This design comes from an exercise in tuning for a short achievable clock period and few clock cycles on the open sky130 flow, not from production work. In this exercise RTL edits were held to simulation tests only and were not proved equivalent to the original. Power figures rest on the tool's default switching activity, not on a simulated workload.

==> flow/design.v (excerpt) <==
module bfcpu_core
(
    input  logic CLK,
    input  logic RES_N,
    output logic        BUS_REQ,
    output logic        BUS_WRITE,
    output logic [15:0] BUS_ADDR,
    output logic [ 7:0] BUS_WDATA,
    input  logic [ 7:0] BUS_RDATA,
    input  logic        BUS_RDY,
    output logic        IO_REQ,
    output logic        IO_WRITE,
    output logic [ 1:0] IO_ADDR,
    output logic [ 7:0] IO_WDATA,
    input  logic [ 7:0] IO_RDATA,
    input  logic        IO_RDY
);
export LEC_CHECK = 0
export ABC_CLOCK_PERIOD_IN_PS = 4000
export CAP_MARGIN = 20
export CORE_MARGIN = 2
export CORE_UTILIZATION = 30
export PLACE_DENSITY = 0.4
export SETUP_SLACK_MARGIN = 4
export SLEW_MARGIN = 20
export TNS_END_PERCENT = 5
create_clock -name core_clock -period 10.0 [get_ports {CLK}]
run.sh (not shown) runs the stock make flow with config.mk's settings and CLKGATE_MAP_FILE= SYNTH_SCRIPT=/design/flow/synth_recipe.tcl, a recipe that flattens the netlist after the stock synthesis.
Testbench counts at the start, summed over its fixed seeds: cycles 96,460.
Next try:
--- a/flow/design.v
+++ b/flow/design.v
@@ -102,22 +102,22 @@
 logic [5:0]   ic_tag  [0:63];
 logic [63:0]  ic_lv;             
 logic [511:0] ic_bv;             
 logic [7:0]   dmem    [0:127];
 logic [127:0] dz;                
 logic [7:0]   dc_tag  [0:15];
 logic [15:0]  dc_lv;
 logic [127:0] dc_bv;
 logic [15:0]  dc_dirty;
-logic [31:0]  jt_v;
-logic [10:0]  jt_tag [0:31];
-logic [15:0]  jt_tgt [0:31];
-logic [31:0]  jt_pay [0:31];    
+logic [63:0]  jt_v;
+logic [9:0]   jt_tag [0:63];
+logic [15:0]  jt_tgt [0:63];
+logic [31:0]  jt_pay [0:63];    
 logic [12:0] fp;                 
 logic [4*QD-1:0] q;              
 logic [QD-1:0] qv;               
 logic [4:0]  qn;                 
 always_comb
 begin
     qn = 5'd0;
     for (int i = 0; i < QD; i++)
         if (qv[i])
@@ -267,23 +267,23 @@
     d_pcn = 16'h0000;
     for (int k = 1; k <= W; k++)
         d_pcn = d_pcn | ((d_l1h[k]) ? pc_d + k[15:0] : 16'h0000);
     d_fnx = (qv[8]) ? pc_d + 16'd9 : 16'h0000;
     for (int k = 1; k <= 8; k++)
         d_fnx = d_fnx | ((qv[k-1] & ~qv[k]) ? pc_d + k[15:0] : 16'h0000);
 end
 logic        d_jh;
 logic [15:0] d_jt;
-assign d_jh = jt_v[pc_d[4:0]] & (jt_tag[pc_d[4:0]] == pc_d[15:5]);
-assign d_jt = jt_tgt[pc_d[4:0]];
+assign d_jh = jt_v[pc_d[5:0]] & (jt_tag[pc_d[5:0]] == pc_d[15:6]);
+assign d_jt = jt_tgt[pc_d[5:0]];
 logic [31:0] d_jpay;
 logic [3:0]  d_fqn;
-assign d_jpay = jt_pay[pc_d[4:0]];
+assign d_jpay = jt_pay[pc_d[5:0]];
 assign d_fqn  = (qv[8]) ? 4'd8 : qn[3:0] - 4'd1;
 logic [3:0]  pidx;
 logic        dhit;
 logic        dline;
 logic [7:0]  dval;
 logic [7:0]  cur;
 logic        cur_ok;
 logic        cur_z;
 logic [7:0]  am_val;
@@ -825,41 +825,41 @@
 end
 logic        jw_v;
 logic [15:0] jw_pc;
 logic [15:0] jw_tgt;
 logic [31:0] jw_pay;
 always_ff @(posedge CLK, negedge RES_N)
 begin
     if (~RES_N)
     begin
-        jt_v   <= 32'h0;
+        jt_v   <= 64'h0;
         jw_v   <= 1'b0;
         jw_pc  <= 16'h0000;
         jw_tgt <= 16'h0000;
         jw_pay <= 32'h0;
     end
     else
     begin
         jw_v   <= jt_wr;
         jw_pc  <= sc_bpc;
         jw_tgt <= sc_t;
         jw_pay <= jf_pay;
         if (jw_v)
-            jt_v[jw_pc[4:0]] <= 1'b1;
+            jt_v[jw_pc[5:0]] <= 1'b1;
     end
 end
 always_ff @(posedge CLK)
 begin
     if (jw_v)
     begin
-        jt_tag[jw_pc[4:0]] <= jw_pc[15:5];
-        jt_tgt[jw_pc[4:0]] <= jw_tgt;
-        jt_pay[jw_pc[4:0]] <= jw_pay;
+        jt_tag[jw_pc[5:0]] <= jw_pc[15:6];
+        jt_tgt[jw_pc[5:0]] <= jw_tgt;
+        jt_pay[jw_pc[5:0]] <= jw_pay;
     end
 end
 always_ff @(posedge CLK, negedge RES_N)
 begin
     if (~RES_N)
     begin
         io_req_q   <= 1'b0;
         io_wr_q    <= 1'b0;
         io_addr_q  <= 2'b00;
Outcome:
- utilization shrinks by 0.11 points
- die area increases by 17%
- synthesized area climbs by about 17%
- clock-buffer cell count grows by 304
- combinational power decreases by 40%
- final area came out higher by about 17%
- setup slack is better by 0.23 ns
- total power is higher by about 6%
- sequential share of layout area went up by 2.1 points
Testbench counts after the change, summed over its fixed seeds: cycles 95,149.

## separate check: timing with driven ports
No port has a modelled driver above. Below, the same layouts with a new extraction and two added sets of constraints.
Step 1 (the two cells are an assumption about what drives the block):
set clk [get_ports {CLK}]
set_driving_cell -lib_cell sky130_fd_sc_hd__clkbuf_16 $clk
set_driving_cell -lib_cell sky130_fd_sc_hd__buf_2 [delete_from_list [all_inputs] $clk]
Step 2 moves the port delays by t, midway between the first and last clock arrival at a register: inputs arrive t later, outputs are due t later. That takes back most of the time a late clock gives input paths.
a / b / c = no drivers / after step 1 / after step 2; a / b = the first two.
run	t, ns	setup slack, ns	worst setup path at the end
the first run	1.442	3.417 / 3.417 / 3.417	register to register
the second run	1.470	3.651 / 3.651 / 3.651	register to register
After both steps setup and hold are still met in every run listed.
